From an optimization exercise on the open Yosys and OpenROAD flow, aimed at small area and a short achievable clock period; shortcuts taken in it are not production practice. In this exercise RTL edits were held to simulation tests only and were not proved equivalent to the original.

==> flow/design.v, too long to show whole: its modules and the start of the top module <==
// module BigALU: 8 lines
// module NormalizedDecoder: 38 lines
// module AddOp: 79 lines
// module MultiOp: 30 lines
// module MulCore: 1201 lines
// module MulFA: 4 lines
// module MulBoothEnc: 4 lines
// module MulBoothPP: 3 lines
// module MulHA: 4 lines
// module FP_ALU_SYN: 49 lines
module FP_ALU_SYN (
    output reg [31:0] out,
    output reg under_overflow,
    output zero,
    input  [31:0] para1,
    input  [31:0] para2,
    input  [1:0]  ALU_op,
    input  clk
);
  // ...
==> flow/run.sh <==
#!/bin/bash
# synth_recipe.tcl (not shown) runs the flow's synth.tcl, then flattens the netlist and writes it again
# the make line also repeats each setting of config.mk as NAME=value (left out here)
make -C /OpenROAD-flow-scripts/flow DESIGN_CONFIG=/design/flow/config.mk WORK_HOME=/design/flow/orfs CLKGATE_MAP_FILE= SYNTH_SCRIPT=/design/flow/synth_recipe.tcl finish
==> flow/config.mk <==
export PLATFORM = sky130hd
export DESIGN_NAME = FP_ALU_SYN
export DESIGN_NICKNAME = FP_ALU_SYN
export VERILOG_FILES = /design/flow/design.v
export SDC_FILE = /design/flow/constraint.sdc
export NUM_CORES = 4
export LEC_CHECK = 0
export CAP_MARGIN = 20
export CORE_MARGIN = 2
export CORE_UTILIZATION = 40
export SLEW_MARGIN = 20
export SYNTH_HIERARCHICAL = 1
==> flow/constraint.sdc <==
create_clock -name core_clock -period 16.0 [get_ports {clk}]
set_input_delay 3.2000 -clock core_clock [delete_from_list [all_inputs] [get_ports {clk}]]
set_output_delay 3.2000 -clock core_clock [all_outputs]
set_load 0.01 [all_outputs]
==> reports/qor.yml, run 1 <==
sta:
  worst_hold_slack_ps: 771.1
  skew_ps: 23.00
  slew_headroom: 0.2316
  min_period_ps: 9391
  rsz0062_at_grt: "no"
worst_hold_path:
  min_path_type: "register to register"
  whs_endpoint: "out[30]$_DFF_P_"
grt:
  grt_pass1_vias: 27244
  grt_antenna_before_repair: 0
  gr-usage-met3: 0.04529
  use_met1: 0.3867
  grt_pass1_wl_mm: 164.6
drt:
  first_iter_violations: 2504
  drcViolationCount: 0
  routedWlPerCell_um: 23.72
place:
  placed_cell_area_mm2: 0.03263
  dpl.hpwl_mm: 77.44
setup_path:
  reg2reg_slack_ps: 6610
  crit_family: "compound AO/OA/AOI/OAI gates"
  path_max_fanout: 41
  r2r_start: "op2_ff[9]$_DFF_P_"
  slowest_delay_ps: 740
  worst-path-buf-inv: 3
  crit_required_ps: 16250
  endpoint: "out[9]$_DFF_P_"
outcome:
  status: "finished clean"
cells_and_area:
  layout_common_cells: "381 x xnor2_1, 264 x fa_1, 264 x a22oi_2"
  design_area_mm2: 0.03297
  ff_latch_area_mm2: 0.002183
clock_tree:
  holdBufCountCts: 0
  clk_path_buf_depth: 2
  postCtsResizedCells: 0
  cts_sinks: 107
die:
  start_util: 0.4025
yosys:
  syn_area_mm2: 0.03042
==> module BigALU, before the edit <==
module BigALU (
    output [24:0] out,
    input  [23:0] op1,
    input  [23:0] op2,
    input         cin
);
assign out = {1'b0, op1} + {1'b0, op2} + {24'd0, cin};
endmodule
==> module AddOp, before the edit <==
module AddOp (
    output reg [31:0] out,
    output reg under_overflow,
    input  [31:0] op1,
    input  [31:0] op2,
    input  [4:0]  d,
    input         big,
    input         dz,
    input         d1
);
wire        sub = op1[31] ^ op2[31];
wire [7:0]  E1  = op1[30:23];
wire [23:0] S1  = {1'b1, op1[22:0]};
wire [23:0] S2  = {1'b1, op2[22:0]};
wire is_result_zero = sub && (op1[30:0] == op2[30:0]);
wire add_with_zero  = ~|op2[30:0];
wire near = sub & (dz | d1 | big);
wire [24:0] aligned = {S2, 1'b0} >> d;
wire [23:0] U = big ? 24'd0 : aligned[24:1];
wire        r = ~big & aligned[0];
wire [24:0] R;
BigALU far_alu (.out(R), .op1(S1), .op2(U ^ {24{sub}}), .cin(r ^ sub));
wire [22:0] R_inc = R[23:1] + R[0];
wire        add_of = (E1 == 8'd254);
wire [7:0]  E1p1 = E1 + 8'd1;
wire [7:0]  E1m1 = E1 - 8'd1;
reg [31:0] far_out;
reg        far_uo;
always @(*) begin
    far_out = {op1[31], 31'd0};
    far_uo  = 1'b0;
    if (!sub) begin
        if (R[24]) begin
            far_uo = add_of;
            far_out[30:0] = {E1p1, add_of ? 23'd0 : R_inc};
        end
        else
            far_out[30:0] = {E1, R[22:0]};
    end
    else if (R[23]) begin
        far_uo = (E1 == 8'd0);
        far_out[30:0] = far_uo ? {8'hff, 23'd0} : {E1, R[22:0]};
    end
    else begin
        far_uo = (E1[7:1] == 7'd0);
        far_out[30:0] = far_uo ? {8'hff, 23'd0} : {E1m1, R[21:0], 1'b0};
    end
end
wire [23:0] nA  = big ? 24'd0 : S1;
wire [23:0] nB  = big ? S1 : (dz ? S2 : {1'b0, S2[23:1]});
wire        nci = big | dz | ~S2[0];
wire [24:0] Dsum;
BigALU near_alu (.out(Dsum), .op1(nA), .op2(~nB), .cin(nci));
wire [22:0] norm_frac;
wire [4:0]  shift;
NormalizedDecoder nd (.result(norm_frac), .shift_times(shift), .in(Dsum[23:0]));
wire [8:0] e_sub = {1'b0, E1} - {4'd0, shift};
wire       near_uo = e_sub[8] | (e_sub[7:0] == 8'd0);    
wire [31:0] near_out = near_uo ? {op1[31], 8'hff, 23'd0}
                               : {op1[31], e_sub[7:0], norm_frac};
always @(*) begin
    if (is_result_zero) begin
        out = 32'd0;
        under_overflow = 1'b0;
    end
    else if (add_with_zero) begin
        out = op1 | op2;
        under_overflow = 1'b0;
    end
    else if (near) begin
        out = near_out;
        under_overflow = near_uo;
    end
    else begin
        out = far_out;
        under_overflow = far_uo;
    end
end
endmodule
==> module MultiOp, before the edit <==
module MultiOp (
    output reg [31:0] out,
    output reg under_overflow,
    input  [31:0] para1,
    input  [31:0] para2
);
wire [47:0] prod;
MulCore core (.p(prod), .fa(para1[22:0]), .fb(para2[22:0]));
wire [24:0] h    = prod[47:23];
wire        norm = h[24];
wire [22:0] frac = norm ? h[23:1] : h[22:0];
wire [8:0] es = para1[30:23] + para2[30:23];
wire [8:0] e0 = es - 9'd127;
wire [8:0] e1 = es - 9'd126;
wire of0 = es >= 9'd382;
wire of1 = es >= 9'd381;
wire uf0 = es < 9'd127;
wire uf1 = es < 9'd126;
wire       of = norm ? of1 : of0;
wire       uf = norm ? uf1 : uf0;
wire [7:0] e  = norm ? e1[7:0] : e0[7:0];
wire mzero = ~|para1 | ~|para2;
always @(*) begin
    under_overflow = ~mzero & (uf | of);
    if (mzero)   out = 32'd0;
    else if (uf) out = 32'hff800000;
    else if (of) out = 32'h7f800000;
    else         out = {para1[31] ^ para2[31], e, frac};
end
endmodule
==> module FP_ALU_SYN, before the edit <==
module FP_ALU_SYN (
    output reg [31:0] out,
    output reg under_overflow,
    output zero,
    input  [31:0] para1,
    input  [31:0] para2,
    input  [1:0]  ALU_op,
    input  clk
);
wire [31:0] p2_eff = {para2[31] ^ (ALU_op == 2'b01), para2[30:0]};
wire        keep   = para1[30:0] >= para2[30:0];
wire [7:0]  d12    = para1[30:23] - para2[30:23];
wire [7:0]  d21    = para2[30:23] - para1[30:23];
wire [7:0]  d      = keep ? d12 : d21;
reg [31:0] op1_ff, op2_ff;
reg [1:0]  ALU_op_ff;
reg [4:0]  d_ff;
reg        big_ff, dz_ff, d1_ff;
always @(posedge clk) begin
    op1_ff    <= keep ? para1  : p2_eff;
    op2_ff    <= keep ? p2_eff : para1;
    ALU_op_ff <= ALU_op;
    d_ff      <= d[4:0];
    big_ff    <= d > 8'd24;
    dz_ff     <= d == 8'd0;
    d1_ff     <= d == 8'd1;
end
wire [31:0] add_result, multi_result;
wire        add_under_overflow, multi_under_overflow;
AddOp   add   (.out(add_result),   .under_overflow(add_under_overflow),
               .op1(op1_ff), .op2(op2_ff), .d(d_ff), .big(big_ff),
               .dz(dz_ff), .d1(d1_ff));
MultiOp multi (.out(multi_result), .under_overflow(multi_under_overflow),
               .para1(op1_ff), .para2(op2_ff));
reg [31:0] out_d;
reg        uo_d;
always @(*) begin
    case (ALU_op_ff)
        2'b00, 2'b01: begin out_d = add_result;   uo_d = add_under_overflow;   end
        2'b10:        begin out_d = multi_result; uo_d = multi_under_overflow; end
        default:      begin out_d = 32'd0;        uo_d = 1'b0;                 end
    endcase
end
always @(posedge clk) begin
    out            <= out_d;
    under_overflow <= uo_d;
end
assign zero = ~|out;
endmodule
==> run 2: changes to the inputs <==
--- a/flow/design.v
+++ b/flow/design.v
@@ -1,15 +1,144 @@
 module BigALU (
     output [24:0] out,
     input  [23:0] op1,
     input  [23:0] op2,
+    input  cin
+);
+wire [23:0] p0 = op1 ^ op2;
+wire [23:0] g0 = op1 & op2;
+wire c0;
+PfxG cg0 (.g(c0), .gh(g0[0]), .ph(p0[0]), .gl(cin));
+wire G1;
+PfxG c1 (.g(G1), .gh(g0[1]), .ph(p0[1]), .gl(c0));
+wire G2, P2;
+PfxGP c2 (.g(G2), .p(P2), .gh(g0[3]), .ph(p0[3]), .gl(g0[2]), .pl(p0[2]));
+wire G3, P3;
+PfxGP c3 (.g(G3), .p(P3), .gh(g0[5]), .ph(p0[5]), .gl(g0[4]), .pl(p0[4]));
+wire G4, P4;
+PfxGP c4 (.g(G4), .p(P4), .gh(g0[7]), .ph(p0[7]), .gl(g0[6]), .pl(p0[6]));
+wire G5, P5;
+PfxGP c5 (.g(G5), .p(P5), .gh(g0[9]), .ph(p0[9]), .gl(g0[8]), .pl(p0[8]));
+wire G6, P6;
+PfxGP c6 (.g(G6), .p(P6), .gh(g0[11]), .ph(p0[11]), .gl(g0[10]), .pl(p0[10]));
+wire G7, P7;
+PfxGP c7 (.g(G7), .p(P7), .gh(g0[13]), .ph(p0[13]), .gl(g0[12]), .pl(p0[12]));
+wire G8, P8;
+PfxGP c8 (.g(G8), .p(P8), .gh(g0[15]), .ph(p0[15]), .gl(g0[14]), .pl(p0[14]));
+wire G9, P9;
+PfxGP c9 (.g(G9), .p(P9), .gh(g0[17]), .ph(p0[17]), .gl(g0[16]), .pl(p0[16]));
+wire G10, P10;
+PfxGP c10 (.g(G10), .p(P10), .gh(g0[19]), .ph(p0[19]), .gl(g0[18]), .pl(p0[18]));
+wire G11, P11;
+PfxGP c11 (.g(G11), .p(P11), .gh(g0[21]), .ph(p0[21]), .gl(g0[20]), .pl(p0[20]));
+wire G12, P12;
+PfxGP c12 (.g(G12), .p(P12), .gh(g0[23]), .ph(p0[23]), .gl(g0[22]), .pl(p0[22]));
+wire G13;
+PfxG c13 (.g(G13), .gh(g0[2]), .ph(p0[2]), .gl(G1));
+wire G14;
+PfxG c14 (.g(G14), .gh(G2), .ph(P2), .gl(G1));
+wire G15, P15;
+PfxGP c15 (.g(G15), .p(P15), .gh(g0[6]), .ph(p0[6]), .gl(G3), .pl(P3));
+wire G16, P16;
+PfxGP c16 (.g(G16), .p(P16), .gh(G4), .ph(P4), .gl(G3), .pl(P3));
+wire G17, P17;
+PfxGP c17 (.g(G17), .p(P17), .gh(g0[10]), .ph(p0[10]), .gl(G5), .pl(P5));
+wire G18, P18;
+PfxGP c18 (.g(G18), .p(P18), .gh(G6), .ph(P6), .gl(G5), .pl(P5));
+wire G19, P19;
+PfxGP c19 (.g(G19), .p(P19), .gh(g0[14]), .ph(p0[14]), .gl(G7), .pl(P7));
+wire G20, P20;
+PfxGP c20 (.g(G20), .p(P20), .gh(G8), .ph(P8), .gl(G7), .pl(P7));
+wire G21, P21;
+PfxGP c21 (.g(G21), .p(P21), .gh(g0[18]), .ph(p0[18]), .gl(G9), .pl(P9));
+wire G22, P22;
+PfxGP c22 (.g(G22), .p(P22), .gh(G10), .ph(P10), .gl(G9), .pl(P9));
+wire G23, P23;
+PfxGP c23 (.g(G23), .p(P23), .gh(g0[22]), .ph(p0[22]), .gl(G11), .pl(P11));
+wire G24, P24;
+PfxGP c24 (.g(G24), .p(P24), .gh(G12), .ph(P12), .gl(G11), .pl(P11));
+wire G25;
+PfxG c25 (.g(G25), .gh(g0[4]), .ph(p0[4]), .gl(G14));
+wire G26;
+PfxG c26 (.g(G26), .gh(G3), .ph(P3), .gl(G14));
+wire G27;
+PfxG c27 (.g(G27), .gh(G15), .ph(P15), .gl(G14));
+wire G28;
+PfxG c28 (.g(G28), .gh(G16), .ph(P16), .gl(G14));
+wire G29, P29;
+PfxGP c29 (.g(G29), .p(P29), .gh(g0[12]), .ph(p0[12]), .gl(G18), .pl(P18));
+wire G30, P30;
+PfxGP c30 (.g(G30), .p(P30), .gh(G7), .ph(P7), .gl(G18), .pl(P18));
+wire G31, P31;
+PfxGP c31 (.g(G31), .p(P31), .gh(G19), .ph(P19), .gl(G18), .pl(P18));
+wire G32, P32;
+PfxGP c32 (.g(G32), .p(P32), .gh(G20), .ph(P20), .gl(G18), .pl(P18));
+wire G33, P33;
+PfxGP c33 (.g(G33), .p(P33), .gh(g0[20]), .ph(p0[20]), .gl(G22), .pl(P22));
+wire G34, P34;
+PfxGP c34 (.g(G34), .p(P34), .gh(G11), .ph(P11), .gl(G22), .pl(P22));
+wire G35, P35;
+PfxGP c35 (.g(G35), .p(P35), .gh(G23), .ph(P23), .gl(G22), .pl(P22));
+wire G36, P36;
+PfxGP c36 (.g(G36), .p(P36), .gh(G24), .ph(P24), .gl(G22), .pl(P22));
+wire G37;
+PfxG c37 (.g(G37), .gh(g0[8]), .ph(p0[8]), .gl(G28));
+wire G38;
+PfxG c38 (.g(G38), .gh(G5), .ph(P5), .gl(G28));
+wire G39;
+PfxG c39 (.g(G39), .gh(G17), .ph(P17), .gl(G28));
+wire G40;
+PfxG c40 (.g(G40), .gh(G18), .ph(P18), .gl(G28));
+wire G41;
+PfxG c41 (.g(G41), .gh(G29), .ph(P29), .gl(G28));
+wire G42;
+PfxG c42 (.g(G42), .gh(G30), .ph(P30), .gl(G28));
+wire G43;
+PfxG c43 (.g(G43), .gh(G31), .ph(P31), .gl(G28));
+wire G44;
+PfxG c44 (.g(G44), .gh(G32), .ph(P32), .gl(G28));
+wire G45;
+PfxG c45 (.g(G45), .gh(g0[16]), .ph(p0[16]), .gl(G44));
+wire G46;
+PfxG c46 (.g(G46), .gh(G9), .ph(P9), .gl(G44));
+wire G47;
+PfxG c47 (.g(G47), .gh(G21), .ph(P21), .gl(G44));
+wire G48;
+PfxG c48 (.g(G48), .gh(G22), .ph(P22), .gl(G44));
+wire G49;
+PfxG c49 (.g(G49), .gh(G33), .ph(P33), .gl(G44));
+wire G50;
+PfxG c50 (.g(G50), .gh(G34), .ph(P34), .gl(G44));
+wire G51;
+PfxG c51 (.g(G51), .gh(G35), .ph(P35), .gl(G44));
+wire G52;
+PfxG c52 (.g(G52), .gh(G36), .ph(P36), .gl(G44));
+assign out = {G52, p0[23] ^ G51, p0[22] ^ G50, p0[21] ^ G49, p0[20] ^ G48, p0[19] ^ G47, p0[18] ^ G46, p0[17] ^ G45, p0[16] ^ G44, p0[15] ^ G43, p0[14] ^ G42, p0[13] ^ G41, p0[12] ^ G40, p0[11] ^ G39, p0[10] ^ G38, p0[9] ^ G37, p0[8] ^ G28, p0[7] ^ G27, p0[6] ^ G26, p0[5] ^ G25, p0[4] ^ G14, p0[3] ^ G13, p0[2] ^ G1, p0[1] ^ c0, p0[0] ^ cin};
+endmodule
+module PfxGP (output g, output p, input gh, input ph, input gl, input pl);
+assign g = gh | (ph & gl);
+assign p = ph & pl;
+endmodule
+module PfxG (output g, input gh, input ph, input gl);
+assign g = gh | (ph & gl);
+endmodule
+module Inc23 (
+    output [22:0] out,
+    input  [22:0] in,
     input         cin
 );
-assign out = {1'b0, op1} + {1'b0, op2} + {24'd0, cin};
+wire [22:0] a0 = in;
+wire [22:0] a1 = {a0[22:1] & a0[21:0], a0[0]};
+wire [22:0] a2 = {a1[22:2] & a1[20:0], a1[1:0]};
+wire [22:0] a4 = {a2[22:4] & a2[18:0], a2[3:0]};
+wire [22:0] a8 = {a4[22:8] & a4[14:0], a4[7:0]};
+wire [22:0] a16 = {a8[22:16] & a8[6:0], a8[15:0]};
+wire [22:0] c = {a16[21:0], 1'b1} & {23{cin}};
+assign out = in ^ c;
 endmodule
 module NormalizedDecoder (
     output [22:0] result,
     output [4:0]  shift_times,
     input  [23:0] in
 );
 wire [31:0] x = {in, 8'hff};
 wire [7:0]  v4;
@@ -61,17 +190,18 @@
 wire is_result_zero = sub && (op1[30:0] == op2[30:0]);
 wire add_with_zero  = ~|op2[30:0];
 wire near = sub & (dz | d1 | big);
 wire [24:0] aligned = {S2, 1'b0} >> d;
 wire [23:0] U = big ? 24'd0 : aligned[24:1];
 wire        r = ~big & aligned[0];
 wire [24:0] R;
 BigALU far_alu (.out(R), .op1(S1), .op2(U ^ {24{sub}}), .cin(r ^ sub));
-wire [22:0] R_inc = R[23:1] + R[0];
+wire [22:0] R_inc;
+Inc23 rinc (.out(R_inc), .in(R[23:1]), .cin(R[0]));
 wire        add_of = (E1 == 8'd254);
 wire [7:0]  E1p1 = E1 + 8'd1;
 wire [7:0]  E1m1 = E1 - 8'd1;
 reg [31:0] far_out;
 reg        far_uo;
 always @(*) begin
     far_out = {op1[31], 31'd0};
     far_uo  = 1'b0;
@@ -124,42 +254,42 @@
 end
 endmodule
 module MultiOp (
     output reg [31:0] out,
     output reg under_overflow,
     input  [31:0] para1,
     input  [31:0] para2
 );
-wire [47:0] prod;
-MulCore core (.p(prod), .fa(para1[22:0]), .fb(para2[22:0]));
-wire [24:0] h    = prod[47:23];
-wire        norm = h[24];
-wire [22:0] frac = norm ? h[23:1] : h[22:0];
+wire [24:0] h;
+MulCore core (.p(h), .fa(para1[22:0]), .fb(para2[22:0]));
+wire        norm = h[24];     
 wire [8:0] es = para1[30:23] + para2[30:23];
 wire [8:0] e0 = es - 9'd127;
 wire [8:0] e1 = es - 9'd126;
 wire of0 = es >= 9'd382;
 wire of1 = es >= 9'd381;
 wire uf0 = es < 9'd127;
 wire uf1 = es < 9'd126;
-wire       of = norm ? of1 : of0;
-wire       uf = norm ? uf1 : uf0;
-wire [7:0] e  = norm ? e1[7:0] : e0[7:0];
 wire mzero = ~|para1 | ~|para2;
+wire sgn   = para1[31] ^ para2[31];
+wire [8:0] top0 = mzero ? 9'h000 : uf0 ? 9'h1ff : of0 ? 9'h0ff : {sgn, e0[7:0]};
+wire [8:0] top1 = mzero ? 9'h000 : uf1 ? 9'h1ff : of1 ? 9'h0ff : {sgn, e1[7:0]};
+wire keep0 = ~(mzero | uf0 | of0);
+wire keep1 = ~(mzero | uf1 | of1);
+wire uo0   = ~mzero & (uf0 | of0);
+wire uo1   = ~mzero & (uf1 | of1);
 always @(*) begin
-    under_overflow = ~mzero & (uf | of);
-    if (mzero)   out = 32'd0;
-    else if (uf) out = 32'hff800000;
-    else if (of) out = 32'h7f800000;
-    else         out = {para1[31] ^ para2[31], e, frac};
+    under_overflow = norm ? uo1 : uo0;
+    out[31:23]     = norm ? top1 : top0;
+    out[22:0]      = norm ? (h[23:1] & {23{keep1}}) : (h[22:0] & {23{keep0}});
 end
 endmodule
 module MulCore (
-    output [47:0] p,
+    output [24:0] p,
     input  [22:0] fa,
     input  [22:0] fb
 );
 wire [23:0] a = {1'b1, fa};
 wire [23:0] b = {1'b1, fb};
 wire one0, two0;
 MulBoothEnc e0 (.one(one0), .two(two0), .b2(b[1]), .b1(b[0]), .b0(1'b0));
 wire neg0 = b[1];
@@ -1347,36 +1477,254 @@
 wire s585, c586;
 MulFA fs585 (.s(s585), .co(c586), .a(pp11_23), .b(s495), .c(c494));
 wire s587, c588;
 MulFA fs587 (.s(s587), .co(c588), .a(s497), .b(pp11_24), .c(c496));
 wire s589 = ~c498;
 wire c590 = c498;
 wire [47:0] ra = {c588, c586, c584, c582, c580, c578, c576, c574, c572, c570, c568, c566, c564, c562, c560, c558, c556, c554, c552, c550, c548, c546, c544, c542, c540, c538, c536, c534, c532, c530, c528, c526, c524, c522, c520, c518, c516, c514, c512, c510, c508, c506, c504, c502, c500, s499, pp0_1, neg0};
 wire [47:0] rb = {s589, s587, s585, s583, s581, s579, s577, s575, s573, s571, s569, s567, s565, s563, s561, s559, s557, s555, s553, s551, s549, s547, s545, s543, s541, s539, s537, s535, s533, s531, s529, s527, s525, s523, s521, s519, s517, s515, s513, s511, s509, s507, s505, s503, s501, pp1_0, 1'b0, pp0_0};
-assign p = ra + rb;
+wire [25:0] hi;
+MulCPA cpa (.out(hi), .op1(ra), .op2(rb), .cin(1'b0));
+assign p = hi[24:0];
 endmodule
 module MulFA (output s, output co, input a, input b, input c);
 assign s  = a ^ b ^ c;
 assign co = (a & b) | (c & (a ^ b));
 endmodule
 module MulBoothEnc (output one, output two, input b2, input b1, input b0);
 assign one = b1 ^ b0;
 assign two = (b2 & ~b1 & ~b0) | (~b2 & b1 & b0);
 endmodule
 module MulBoothPP (output p, input a1, input a0, input one, input two, input neg);
 assign p = ((a1 & one) | (a0 & two)) ^ neg;
 endmodule
 module MulHA (output s, output co, input a, input b);
 assign s  = a ^ b;
 assign co = a & b;
 endmodule
+module MulCPA (
+    output [25:0] out,
+    input  [47:0] op1,
+    input  [47:0] op2,
+    input  cin
+);
+wire [47:0] p0 = op1 ^ op2;
+wire [47:0] g0 = op1 & op2;
+wire c0;
+PfxG cg0 (.g(c0), .gh(g0[0]), .ph(p0[0]), .gl(cin));
+wire G1;
+PfxG c1 (.g(G1), .gh(g0[1]), .ph(p0[1]), .gl(c0));
+wire G2, P2;
+PfxGP c2 (.g(G2), .p(P2), .gh(g0[3]), .ph(p0[3]), .gl(g0[2]), .pl(p0[2]));
+wire G3, P3;
+PfxGP c3 (.g(G3), .p(P3), .gh(g0[5]), .ph(p0[5]), .gl(g0[4]), .pl(p0[4]));
+wire G4, P4;
+PfxGP c4 (.g(G4), .p(P4), .gh(g0[7]), .ph(p0[7]), .gl(g0[6]), .pl(p0[6]));
+wire G5, P5;
+PfxGP c5 (.g(G5), .p(P5), .gh(g0[9]), .ph(p0[9]), .gl(g0[8]), .pl(p0[8]));
+wire G6, P6;
+PfxGP c6 (.g(G6), .p(P6), .gh(g0[11]), .ph(p0[11]), .gl(g0[10]), .pl(p0[10]));
+wire G7, P7;
+PfxGP c7 (.g(G7), .p(P7), .gh(g0[13]), .ph(p0[13]), .gl(g0[12]), .pl(p0[12]));
+wire G8, P8;
+PfxGP c8 (.g(G8), .p(P8), .gh(g0[15]), .ph(p0[15]), .gl(g0[14]), .pl(p0[14]));
+wire G9, P9;
+PfxGP c9 (.g(G9), .p(P9), .gh(g0[17]), .ph(p0[17]), .gl(g0[16]), .pl(p0[16]));
+wire G10, P10;
+PfxGP c10 (.g(G10), .p(P10), .gh(g0[19]), .ph(p0[19]), .gl(g0[18]), .pl(p0[18]));
+wire G11, P11;
+PfxGP c11 (.g(G11), .p(P11), .gh(g0[21]), .ph(p0[21]), .gl(g0[20]), .pl(p0[20]));
+wire G12, P12;
+PfxGP c12 (.g(G12), .p(P12), .gh(g0[23]), .ph(p0[23]), .gl(g0[22]), .pl(p0[22]));
+wire G13, P13;
+PfxGP c13 (.g(G13), .p(P13), .gh(g0[25]), .ph(p0[25]), .gl(g0[24]), .pl(p0[24]));
+wire G14, P14;
+PfxGP c14 (.g(G14), .p(P14), .gh(g0[27]), .ph(p0[27]), .gl(g0[26]), .pl(p0[26]));
+wire G15, P15;
+PfxGP c15 (.g(G15), .p(P15), .gh(g0[29]), .ph(p0[29]), .gl(g0[28]), .pl(p0[28]));
+wire G16, P16;
+PfxGP c16 (.g(G16), .p(P16), .gh(g0[31]), .ph(p0[31]), .gl(g0[30]), .pl(p0[30]));
+wire G17, P17;
+PfxGP c17 (.g(G17), .p(P17), .gh(g0[33]), .ph(p0[33]), .gl(g0[32]), .pl(p0[32]));
+wire G18, P18;
+PfxGP c18 (.g(G18), .p(P18), .gh(g0[35]), .ph(p0[35]), .gl(g0[34]), .pl(p0[34]));
+wire G19, P19;
+PfxGP c19 (.g(G19), .p(P19), .gh(g0[37]), .ph(p0[37]), .gl(g0[36]), .pl(p0[36]));
+wire G20, P20;
+PfxGP c20 (.g(G20), .p(P20), .gh(g0[39]), .ph(p0[39]), .gl(g0[38]), .pl(p0[38]));
+wire G21, P21;
+PfxGP c21 (.g(G21), .p(P21), .gh(g0[41]), .ph(p0[41]), .gl(g0[40]), .pl(p0[40]));
+wire G22, P22;
+PfxGP c22 (.g(G22), .p(P22), .gh(g0[43]), .ph(p0[43]), .gl(g0[42]), .pl(p0[42]));
+wire G23, P23;
+PfxGP c23 (.g(G23), .p(P23), .gh(g0[45]), .ph(p0[45]), .gl(g0[44]), .pl(p0[44]));
+wire G24, P24;
+PfxGP c24 (.g(G24), .p(P24), .gh(g0[47]), .ph(p0[47]), .gl(g0[46]), .pl(p0[46]));
+wire G25;
+PfxG c25 (.g(G25), .gh(G2), .ph(P2), .gl(G1));
+wire G26, P26;
+PfxGP c26 (.g(G26), .p(P26), .gh(G4), .ph(P4), .gl(G3), .pl(P3));
+wire G27, P27;
+PfxGP c27 (.g(G27), .p(P27), .gh(G6), .ph(P6), .gl(G5), .pl(P5));
+wire G28, P28;
+PfxGP c28 (.g(G28), .p(P28), .gh(G8), .ph(P8), .gl(G7), .pl(P7));
+wire G29, P29;
+PfxGP c29 (.g(G29), .p(P29), .gh(G10), .ph(P10), .gl(G9), .pl(P9));
+wire G30, P30;
+PfxGP c30 (.g(G30), .p(P30), .gh(g0[22]), .ph(p0[22]), .gl(G11), .pl(P11));
+wire G31, P31;
+PfxGP c31 (.g(G31), .p(P31), .gh(G12), .ph(P12), .gl(G11), .pl(P11));
+wire G32, P32;
+PfxGP c32 (.g(G32), .p(P32), .gh(g0[26]), .ph(p0[26]), .gl(G13), .pl(P13));
+wire G33, P33;
+PfxGP c33 (.g(G33), .p(P33), .gh(G14), .ph(P14), .gl(G13), .pl(P13));
+wire G34, P34;
+PfxGP c34 (.g(G34), .p(P34), .gh(g0[30]), .ph(p0[30]), .gl(G15), .pl(P15));
+wire G35, P35;
+PfxGP c35 (.g(G35), .p(P35), .gh(G16), .ph(P16), .gl(G15), .pl(P15));
+wire G36, P36;
+PfxGP c36 (.g(G36), .p(P36), .gh(g0[34]), .ph(p0[34]), .gl(G17), .pl(P17));
+wire G37, P37;
+PfxGP c37 (.g(G37), .p(P37), .gh(G18), .ph(P18), .gl(G17), .pl(P17));
+wire G38, P38;
+PfxGP c38 (.g(G38), .p(P38), .gh(g0[38]), .ph(p0[38]), .gl(G19), .pl(P19));
+wire G39, P39;
+PfxGP c39 (.g(G39), .p(P39), .gh(G20), .ph(P20), .gl(G19), .pl(P19));
+wire G40, P40;
+PfxGP c40 (.g(G40), .p(P40), .gh(g0[42]), .ph(p0[42]), .gl(G21), .pl(P21));
+wire G41, P41;
+PfxGP c41 (.g(G41), .p(P41), .gh(G22), .ph(P22), .gl(G21), .pl(P21));
+wire G42, P42;
+PfxGP c42 (.g(G42), .p(P42), .gh(g0[46]), .ph(p0[46]), .gl(G23), .pl(P23));
+wire G43, P43;
+PfxGP c43 (.g(G43), .p(P43), .gh(G24), .ph(P24), .gl(G23), .pl(P23));
+wire G44;
+PfxG c44 (.g(G44), .gh(G26), .ph(P26), .gl(G25));
+wire G45, P45;
+PfxGP c45 (.g(G45), .p(P45), .gh(G28), .ph(P28), .gl(G27), .pl(P27));
+wire G46, P46;
+PfxGP c46 (.g(G46), .p(P46), .gh(G30), .ph(P30), .gl(G29), .pl(P29));
+wire G47, P47;
+PfxGP c47 (.g(G47), .p(P47), .gh(G31), .ph(P31), .gl(G29), .pl(P29));
+wire G48, P48;
+PfxGP c48 (.g(G48), .p(P48), .gh(g0[28]), .ph(p0[28]), .gl(G33), .pl(P33));
+wire G49, P49;
+PfxGP c49 (.g(G49), .p(P49), .gh(G15), .ph(P15), .gl(G33), .pl(P33));
+wire G50, P50;
+PfxGP c50 (.g(G50), .p(P50), .gh(G34), .ph(P34), .gl(G33), .pl(P33));
+wire G51, P51;
+PfxGP c51 (.g(G51), .p(P51), .gh(G35), .ph(P35), .gl(G33), .pl(P33));
+wire G52, P52;
+PfxGP c52 (.g(G52), .p(P52), .gh(g0[36]), .ph(p0[36]), .gl(G37), .pl(P37));
+wire G53, P53;
+PfxGP c53 (.g(G53), .p(P53), .gh(G19), .ph(P19), .gl(G37), .pl(P37));
+wire G54, P54;
+PfxGP c54 (.g(G54), .p(P54), .gh(G38), .ph(P38), .gl(G37), .pl(P37));
+wire G55, P55;
+PfxGP c55 (.g(G55), .p(P55), .gh(G39), .ph(P39), .gl(G37), .pl(P37));
+wire G56, P56;
+PfxGP c56 (.g(G56), .p(P56), .gh(g0[44]), .ph(p0[44]), .gl(G41), .pl(P41));
+wire G57, P57;
+PfxGP c57 (.g(G57), .p(P57), .gh(G23), .ph(P23), .gl(G41), .pl(P41));
+wire G58, P58;
+PfxGP c58 (.g(G58), .p(P58), .gh(G42), .ph(P42), .gl(G41), .pl(P41));
+wire G59, P59;
+PfxGP c59 (.g(G59), .p(P59), .gh(G43), .ph(P43), .gl(G41), .pl(P41));
+wire G60;
+PfxG c60 (.g(G60), .gh(G45), .ph(P45), .gl(G44));
+wire G61, P61;
+PfxGP c61 (.g(G61), .p(P61), .gh(g0[24]), .ph(p0[24]), .gl(G47), .pl(P47));
+wire G62, P62;
+PfxGP c62 (.g(G62), .p(P62), .gh(G13), .ph(P13), .gl(G47), .pl(P47));
+wire G63, P63;
+PfxGP c63 (.g(G63), .p(P63), .gh(G32), .ph(P32), .gl(G47), .pl(P47));
+wire G64, P64;
+PfxGP c64 (.g(G64), .p(P64), .gh(G33), .ph(P33), .gl(G47), .pl(P47));
+wire G65, P65;
+PfxGP c65 (.g(G65), .p(P65), .gh(G48), .ph(P48), .gl(G47), .pl(P47));
+wire G66, P66;
+PfxGP c66 (.g(G66), .p(P66), .gh(G49), .ph(P49), .gl(G47), .pl(P47));
+wire G67, P67;
+PfxGP c67 (.g(G67), .p(P67), .gh(G50), .ph(P50), .gl(G47), .pl(P47));
+wire G68, P68;
+PfxGP c68 (.g(G68), .p(P68), .gh(G51), .ph(P51), .gl(G47), .pl(P47));
+wire G69, P69;
+PfxGP c69 (.g(G69), .p(P69), .gh(g0[40]), .ph(p0[40]), .gl(G55), .pl(P55));
+wire G70, P70;
+PfxGP c70 (.g(G70), .p(P70), .gh(G21), .ph(P21), .gl(G55), .pl(P55));
+wire G71, P71;
+PfxGP c71 (.g(G71), .p(P71), .gh(G40), .ph(P40), .gl(G55), .pl(P55));
+wire G72, P72;
+PfxGP c72 (.g(G72), .p(P72), .gh(G41), .ph(P41), .gl(G55), .pl(P55));
+wire G73, P73;
+PfxGP c73 (.g(G73), .p(P73), .gh(G56), .ph(P56), .gl(G55), .pl(P55));
+wire G74, P74;
+PfxGP c74 (.g(G74), .p(P74), .gh(G57), .ph(P57), .gl(G55), .pl(P55));
+wire G75, P75;
+PfxGP c75 (.g(G75), .p(P75), .gh(G58), .ph(P58), .gl(G55), .pl(P55));
+wire G76, P76;
+PfxGP c76 (.g(G76), .p(P76), .gh(G59), .ph(P59), .gl(G55), .pl(P55));
+wire G77;
+PfxG c77 (.g(G77), .gh(G46), .ph(P46), .gl(G60));
+wire G78;
+PfxG c78 (.g(G78), .gh(G47), .ph(P47), .gl(G60));
+wire G79;
+PfxG c79 (.g(G79), .gh(G61), .ph(P61), .gl(G60));
+wire G80;
+PfxG c80 (.g(G80), .gh(G62), .ph(P62), .gl(G60));
+wire G81;
+PfxG c81 (.g(G81), .gh(G63), .ph(P63), .gl(G60));
+wire G82;
+PfxG c82 (.g(G82), .gh(G64), .ph(P64), .gl(G60));
+wire G83;
+PfxG c83 (.g(G83), .gh(G65), .ph(P65), .gl(G60));
+wire G84;
+PfxG c84 (.g(G84), .gh(G66), .ph(P66), .gl(G60));
+wire G85;
+PfxG c85 (.g(G85), .gh(G67), .ph(P67), .gl(G60));
+wire G86;
+PfxG c86 (.g(G86), .gh(G68), .ph(P68), .gl(G60));
+wire G87;
+PfxG c87 (.g(G87), .gh(g0[32]), .ph(p0[32]), .gl(G86));
+wire G88;
+PfxG c88 (.g(G88), .gh(G17), .ph(P17), .gl(G86));
+wire G89;
+PfxG c89 (.g(G89), .gh(G36), .ph(P36), .gl(G86));
+wire G90;
+PfxG c90 (.g(G90), .gh(G37), .ph(P37), .gl(G86));
+wire G91;
+PfxG c91 (.g(G91), .gh(G52), .ph(P52), .gl(G86));
+wire G92;
+PfxG c92 (.g(G92), .gh(G53), .ph(P53), .gl(G86));
+wire G93;
+PfxG c93 (.g(G93), .gh(G54), .ph(P54), .gl(G86));
+wire G94;
+PfxG c94 (.g(G94), .gh(G55), .ph(P55), .gl(G86));
+wire G95;
+PfxG c95 (.g(G95), .gh(G69), .ph(P69), .gl(G86));
+wire G96;
+PfxG c96 (.g(G96), .gh(G70), .ph(P70), .gl(G86));
+wire G97;
+PfxG c97 (.g(G97), .gh(G71), .ph(P71), .gl(G86));
+wire G98;
+PfxG c98 (.g(G98), .gh(G72), .ph(P72), .gl(G86));
+wire G99;
+PfxG c99 (.g(G99), .gh(G73), .ph(P73), .gl(G86));
+wire G100;
+PfxG c100 (.g(G100), .gh(G74), .ph(P74), .gl(G86));
+wire G101;
+PfxG c101 (.g(G101), .gh(G75), .ph(P75), .gl(G86));
+wire G102;
+PfxG c102 (.g(G102), .gh(G76), .ph(P76), .gl(G86));
+assign out = {G102, p0[47] ^ G101, p0[46] ^ G100, p0[45] ^ G99, p0[44] ^ G98, p0[43] ^ G97, p0[42] ^ G96, p0[41] ^ G95, p0[40] ^ G94, p0[39] ^ G93, p0[38] ^ G92, p0[37] ^ G91, p0[36] ^ G90, p0[35] ^ G89, p0[34] ^ G88, p0[33] ^ G87, p0[32] ^ G86, p0[31] ^ G85, p0[30] ^ G84, p0[29] ^ G83, p0[28] ^ G82, p0[27] ^ G81, p0[26] ^ G80, p0[25] ^ G79, p0[24] ^ G78, p0[23] ^ G77};
+endmodule
 module FP_ALU_SYN (
-    output reg [31:0] out,
-    output reg under_overflow,
+    output [31:0] out,
+    output under_overflow,
     output zero,
     input  [31:0] para1,
     input  [31:0] para2,
     input  [1:0]  ALU_op,
     input  clk
 );
 wire [31:0] p2_eff = {para2[31] ^ (ALU_op == 2'b01), para2[30:0]};
 wire        keep   = para1[30:0] >= para2[30:0];
@@ -1398,23 +1746,23 @@
 end
 wire [31:0] add_result, multi_result;
 wire        add_under_overflow, multi_under_overflow;
 AddOp   add   (.out(add_result),   .under_overflow(add_under_overflow),
                .op1(op1_ff), .op2(op2_ff), .d(d_ff), .big(big_ff),
                .dz(dz_ff), .d1(d1_ff));
 MultiOp multi (.out(multi_result), .under_overflow(multi_under_overflow),
                .para1(op1_ff), .para2(op2_ff));
-reg [31:0] out_d;
-reg        uo_d;
-always @(*) begin
-    case (ALU_op_ff)
-        2'b00, 2'b01: begin out_d = add_result;   uo_d = add_under_overflow;   end
-        2'b10:        begin out_d = multi_result; uo_d = multi_under_overflow; end
-        default:      begin out_d = 32'd0;        uo_d = 1'b0;                 end
-    endcase
-end
+reg [31:0] add_r, mul_r;
+reg        add_uo_r, mul_uo_r;
+reg        sel_add, sel_mul;
 always @(posedge clk) begin
-    out            <= out_d;
-    under_overflow <= uo_d;
+    add_r    <= add_result;
+    add_uo_r <= add_under_overflow;
+    mul_r    <= multi_result;
+    mul_uo_r <= multi_under_overflow;
+    sel_add  <= ~ALU_op_ff[1];
+    sel_mul  <= ALU_op_ff == 2'b10;
 end
-assign zero = ~|out;
+assign out = ({32{sel_add}} & add_r) | ({32{sel_mul}} & mul_r);
+assign under_overflow = (sel_add & add_uo_r) | (sel_mul & mul_uo_r);
+assign zero = ~((sel_add & |add_r) | (sel_mul & |mul_r));
 endmodule
==> flow/flow/run.sh (new file) <==
#!/bin/bash
# Standard synthesis and layout; the layout's timing repair is asked to keep a
# larger setup margin than the flow settings allow, so that it upsizes and
# buffers the long paths.  The clock period and constraints are the design's.
set -euo pipefail
bash standard.sh synth > synth.log 2>&1
bash standard.sh finish SETUP_SLACK_MARGIN=10.5 TNS_END_PERCENT=100 > layout.log 2>&1
==> flow/standard.sh (new file) <==
#!/bin/bash
# synth_recipe.tcl (not shown) runs the flow's synth.tcl, then flattens the netlist and writes it again
# the make line also repeats each setting of config.mk as NAME=value (left out here)
make -C /OpenROAD-flow-scripts/flow DESIGN_CONFIG=/design/flow/config.mk WORK_HOME=/design/flow/orfs CLKGATE_MAP_FILE= SYNTH_SCRIPT=/design/flow/synth_recipe.tcl "${@:-finish}"
removed: flow/run.sh
==> run 2 against run 1 <==
Sequential share of layout area increased by 0.98 points. Flip-flop and latch count increased by 35. Worst hold slack got worse by 390 ps. Cell area increased by 18%. Register-to-register slack improved by 2700 ps. Critical path type unchanged. Highest routed layer is now met5.
==> reports/qor.yml, run 2 <==
sta:
  rsz0062_at_grt: "yes"  # was no
  tns_ps: 0  # unchanged
  final_max_slew_viol_count: 0  # unchanged
  slew_headroom: 0.2714  # was 0.2316
  finalHoldViolCount: 0  # unchanged
  min_period_ps: 6714  # was 9391 ps
  finalWorstSetupSlack_ps: 9286  # was 6609 ps
  skew_ps: 12.08  # was 23.00 ps
  finalSetupViolations: 0  # unchanged
  period_share: 0.4196  # was 0.5869
  fmax_ghz: 0.1489  # was 0.1065 GHz
  max_slew.worst_pin.slew_ps: 1092  # was 1138 ps
drt:
  avgViaCountPerCell: 6.282  # was 6.112
  drtAntennaViolNets: 0  # unchanged
  first_iter_violations: 3033  # was 2504
  routedWlPerCell_um: 27.04  # was 23.72 um
  vias: 29228  # was 27365
  drcViolationCount: 0  # unchanged
  drt-total-wl_mm: 125.8  # was 106.2 mm
  dr.pass1.iters: 6  # unchanged
place:
  dpl.hpwl_mm: 77.67  # was 77.44 mm
  portBuffers: 100  # unchanged
  placed_cells: 4351  # was 4461
  placed_cell_area_mm2: 0.03323  # was 0.03263 mm^2
  place_congestion: 0.9386  # was 0.9404
  dp_slack_ps: 7678  # was 6724 ps
cells_and_area:
  nets: 4223  # was 4049
  fin_util: 0.5205  # was 0.4363
  design_area_mm2: 0.03881  # was 0.03297 mm^2
  final_common_cell: "xnor2_1"  # unchanged
  syn2layout_area_growth_pct: 28.59  # was 8.408%
  layout_common_cells: "300 x xnor2_1, 264 x a22oi_2, 227 x fa_1"  # was 381 x xnor2_1, 264 x fa_1, 264 x a22oi_2
  layout-drive-gt1-share: 0.3027  # was 0.1678
  final_cells: 4653  # was 4477
die:
  core_mm2: 0.07457  # was 0.07557 mm^2
  ios: 101  # unchanged
  dieArea_mm2: 0.07767  # was 0.07826 mm^2
  die_x_um: 278.7  # was 279.8 um
  row_count: 100  # was 101
  die_y_um: 278.7  # was 279.8 um
  start_util: 0.4047  # was 0.4025
worst_hold_path:
  whs_path_depth: 1  # was 2
  min_path_type: "register to register"  # unchanged
  min-delay-start: "ALU_op_ff[0]$_DFF_P_"  # was ALU_op_ff[1]$_DFF_P_
  whs_endpoint: "sel_mul$_DFF_P_"  # was out[30]$_DFF_P_
setup_path:
  crit_required_ps: 16370  # was 16250 ps
  r2r_start: "op2_ff[7]$_DFF_P_"  # was op2_ff[9]$_DFF_P_
  crit_type: "register to register"  # unchanged
  arrival_ps: 7080  # was 9640 ps
  path_max_fanout: 6  # was 41
  startpoint_type: "register"  # unchanged
  cp-end-kind: "register"  # unchanged
  reg2reg_slack_ps: 9290  # was 6610 ps
  reg2reg_depth: 27  # was 29
  r2r_end: "mul_r[26]$_DFF_P_"  # was out[9]$_DFF_P_
clock_tree:
  cts_sinks: 142  # was 107
  htreeDepth: 4  # was 3
  cts-root-buf: "clkbuf_16"  # unchanged
  numCtsBuffers: 17  # was 9
  clk_path_buf_depth: 2  # unchanged
  clock_latency_ps: 470  # was 400 ps
  cts_tree: "built"  # unchanged
  clk_pin_slew_worst_paths_ps: 70  # was 100 ps
grt:
  grt_max_degree: 73  # was 83
  grt_antenna_before_repair: 4  # was 0
  grtUsageTotal: 0.3201  # was 0.2690
  grt-ovfl-total: 0  # unchanged
  grt_pass1_vias: 29681  # was 27244
  grt_pass1_wl_mm: 188.8  # was 164.6 mm
run:
  drv_cap: 0  # unchanged
yosys:
  syn_area_mm2: 0.03018  # was 0.03042 mm^2
  synth-warning-count: 9  # unchanged
  syn_inst: 3307  # was 3437
  avgSynthCellArea_um2: 9.127  # was 8.850 um^2
outcome:
  status: "finished clean"  # unchanged
==> run 2: metal layers <==
layer / up-vias / GRT usage / share of wire
met5: - / 0 / 0.00045
met4: 8 / 0.1708 / 0.060
met3: 432 / 0.07455 / 0.10
met2: 1698 / 0.5082 / 0.45
met1: 14370 / 0.4032 / 0.39
li1: 12720 / - / -
==> run 2: worst max-delay path by stage <==
stage	slack [ps]	depth (start not counted)	end	from
floorplan	9130	23	mul_r[2]$_DFF_P_	op2_ff[13]$_DFF_P_
global placement	7870	29	add_r[11]$_DFF_P_	op2_ff[1]$_DFF_P_
detailed placement	7680	29	add_r[3]$_DFF_P_	op2_ff[1]$_DFF_P_
CTS	9430	26	mul_r[26]$_DFF_P_	op2_ff[7]$_DFF_P_
global route	9140	28	mul_r[26]$_DFF_P_	op2_ff[19]$_DFF_P_
finish	9290	27	mul_r[26]$_DFF_P_	op2_ff[7]$_DFF_P_
==> run 2: metrics by stage <==
stage | hold WS (ps)
after floorplan | 356.7
after global placement | 368.7
after detailed placement | 370.9
after CTS | 379.6
after global routing | 408.5
final | 377.4
==> run 2: worst max-delay path, cell delays in order, from the launching register on <==
cell and delay [ps]:
dfxtp_4 370, buf_12 130, buf_12 120, o22ai_4 230
buf_6 140, buf_12 140, a22oi_2 80, xnor2_2 210
fa_2 490, fa_1 430, fa_2 540, fa_2 440
fa_2 570, ha_4 210, and2_1 170, and2_4 160
and2_4 140, and2_4 150, a21o_4 240, a21o_1 190
xor2_2 150, buf_6 120, and2_4 130, and3_4 190
a221oi_4 330, buf_4 190, nand4_1 90, a31oi_1 230
==> run 2: cell type report <==
| cell class | count | area, um^2 |
|---|---|---|
| fillers | 6762 | 35760 |
| multi-input cells | 2871 | 28370 |
| repair buffers | 445 | 4917 |
| flip-flops and latches | 142 | 2949 |
| well taps | 969 | 1212 |
| inverters | 193 | 737.0 |
| clock buffers | 18 | 429.2 |
| clock inverters | 14 | 191.4 |
| diodes | 1 | 2.502 |
==> run 2: repair_timing <==
action,4_1_cts,5_1_grt
pin swaps,155,103
setup endpoints to repair,153,109
gates resized for setup,498,150
hold buffers,0,0
gates cloned,31,0
hold endpoints to repair,0,0
setup buffers,208,30
==> run 3: changes to the inputs <==
==> flow/run.sh (new file) <==
#!/bin/bash
# synth_recipe.tcl (not shown) runs the flow's synth.tcl, then flattens the netlist and writes it again
# the make line also repeats each setting of config.mk as NAME=value (left out here)
make -C /OpenROAD-flow-scripts/flow DESIGN_CONFIG=/design/flow/config.mk WORK_HOME=/design/flow/orfs CLKGATE_MAP_FILE= SYNTH_SCRIPT=/design/flow/synth_recipe.tcl finish
removed: flow/flow/run.sh
removed: flow/standard.sh
==> run 3 against run 2 <==
Cell count shrank 5.8%. Register-to-register slack lost 2200 ps. First-iteration DRC count shrank 20%. Cell area shrank 14%. Flip-flop and latch count is the same. Largest cell class unchanged.
==> reports/qor.yml, run 3 <==
cells_and_area:
  layout-drive-gt1-share: 0.1547  # was 0.3027
  final_common_cell: "xnor2_1"  # unchanged
  fin_util: 0.4465  # was 0.5205
  nets: 3953  # was 4223
  layout_common_cells: "332 x xnor2_1, 264 x a22oi_2, 260 x fa_1"  # was 300 x xnor2_1, 264 x a22oi_2, 227 x fa_1
  syn2layout_area_growth_pct: 10.32  # was 28.59%
drt:
  avgViaCountPerCell: 6.128  # was 6.282
  first_iter_violations: 2434  # was 3033
  routedWlPerCell_um: 24.23  # was 27.04 um
  drtAntennaViolNets: 0  # unchanged
  drcViolationCount: 0  # unchanged
  drt-total-wl_mm: 106.2  # was 125.8 mm
  vias: 26853  # was 29228
  dr.pass1.iters: 7  # was 6
sta:
  tns_ps: 0  # unchanged
  rsz0062_at_grt: "no"  # was yes
  skew_ps: 10.08  # was 12.08 ps
  period_share: 0.5583  # was 0.4196
  fmax_ghz: 0.1120  # was 0.1489 GHz
  worst_hold_slack_ps: 379.1  # was 377.4 ps
  min_period_ps: 8932  # was 6714 ps
  finalHoldViolCount: 0  # unchanged
  final_max_slew_viol_count: 0  # unchanged
  max_slew.worst_pin.slew_ps: 1148  # was 1092 ps
  finalSetupViolations: 0  # unchanged
  slew_headroom: 0.2344  # was 0.2714
grt:
  grt_antenna_before_repair: 3  # was 4
  grt-ovfl-total: 0  # unchanged
  grt_pass1_vias: 27401  # was 29681
  grtUsageTotal: 0.2732  # was 0.3201
  grt_max_degree: 85  # was 73
  grt_pass1_wl_mm: 164.6  # was 188.8 mm
clock_tree:
  cts_tree: "built"  # unchanged
  cts-root-buf: "clkbuf_16"  # unchanged
  cts_sinks: 142  # unchanged
  postCtsSetupRepairBufs: 0  # was 208
  postCtsResizedCells: 0  # was 498
  numCtsBuffers: 17  # unchanged
  htreeDepth: 4  # unchanged
  clock_latency_ps: 450  # was 470 ps
  clk_path_buf_depth: 2  # unchanged
  holdBufCountCts: 0  # unchanged
  clk_pin_slew_worst_paths_ps: 60  # was 70 ps
die:
  core_mm2: 0.07457  # unchanged
  start_util: 0.4047  # unchanged
  dieArea_mm2: 0.07767  # unchanged
  die_x_um: 278.7  # unchanged
  die_y_um: 278.7  # unchanged
  row_count: 100  # unchanged
  ios: 101  # unchanged
setup_path:
  crit_type: "register to register"  # unchanged
  r2r_start: "op2_ff[11]$_DFF_P_"  # was op2_ff[7]$_DFF_P_
  crit_required_ps: 16380  # was 16370 ps
  startpoint_type: "register"  # unchanged
  path_max_fanout: 40  # was 6
  crit_start: "op2_ff[11]$_DFF_P_"  # was op2_ff[7]$_DFF_P_
  cp-end-kind: "register"  # unchanged
  arrival_ps: 9310  # was 7080 ps
place:
  place_congestion: 0.9375  # was 0.9386
  portBuffers: 100  # unchanged
  dpl.hpwl_mm: 75.44  # was 77.67 mm
yosys:
  avgSynthCellArea_um2: 9.127  # unchanged
  synth-warning-count: 9  # unchanged
  syn_inst: 3307  # unchanged
  syn_area_mm2: 0.03018  # unchanged
worst_hold_path:
  min-delay-start: "ALU_op_ff[0]$_DFF_P_"  # unchanged
  min_path_type: "register to register"  # unchanged
run:
  drv_cap: 0  # unchanged
outcome:
  status: "finished clean"  # unchanged
## run 3: through the flow
step | setup WS (ps) | instance area, um^2 | cells
2_1_floorplan | 7307 | 30280 | 3332
3_3_place_gp | 7365 | 32710 | 4349
3_5_place_dp | 7277 | 32750 | 4350
4_1_cts | 7240 | 33280 | 4381
5_1_grt | 6615 | 33300 | 4382
6_report | 7068 | 33300 | 4382
## run 3: layout make-up
| type | instances | area, um^2 |
|---|---|---|
| multi-input cells | 2861 | 26280 |
| diodes | 1 | 2.502 |
| flip-flops and latches | 142 | 2887 |
| clock buffers | 18 | 439.2 |
| fillers | 7358 | 41270 |
| well taps | 969 | 1212 |
| inverters | 193 | 724.4 |
| repair buffers | 185 | 1659 |
| clock inverters | 13 | 90.09 |
## run 3: worst max-delay path: stages, from the launching register on
cell and delay, ps:
dfxtp_2 310, buf_4 600, nand2_1 140, o22ai_2 710, buf_4 400, a22oi_2 90, xnor2_1 180, fa_1 580
fa_1 430, fa_1 400, fa_1 510, fa_1 420, ha_1 340, and2_1 150, and2_1 140, and2_1 320
and2_1 180, a21o_1 510, a21o_1 200, xor2_1 760, and2_1 290, and3_1 200, a221o_1 600, o21ai_0 190
a21oi_1 160
## run 3: path summary, 6_finish.rpt
path	endpoint	slack, ps	cells after the start
worst max-delay path	mul_r[7]$_DFF_P_	7070	24
worst max register to register	mul_r[7]$_DFF_P_	7070	24
worst min register to register	sel_mul$_DFF_P_	380	1
worst min-delay path	sel_mul$_DFF_P_	380	1
## run 3: metal layers
layer / up-vias / track usage / routed length, um
li1: 12142 / - / -
met1: 13228 / 0.3558 / 44200
met2: 1209 / 0.4508 / 49290
met3: 272 / 0.03824 / 7647
met4: 2 / 0.1205 / 5031
met5: - / 0 / 16

[what the ideal ports hide]
The flow's constraints put no driver on any port. The routed layouts listed below were extracted and timed again, unchanged, in two steps.
Step 1 sets driving cells, clkbuf_16 on the clock port and buf_2 on the other inputs (assumed; they add their load-dependent delay and slew).
Step 2 moves the port delays by t, midway between the first and last clock arrival at a register: inputs arrive t later, outputs are due t later. That takes back most of the time a late clock gives input paths.
Three values: no drivers, after step 1, after step 2; two values: the first two.
run	shift t [ns]	setup WS [ns]	worst setup path at the end	worst data-port slew with drivers (ns)
run 1	0.422	6.609 / 6.609 / 6.609	register to register	0.09
run 2	0.512	9.286 / 9.286 / 9.286	register to register	0.09
run 3	0.497	7.068 / 7.068 / 7.068	register to register	0.09
After both steps every run listed still meets setup and hold.
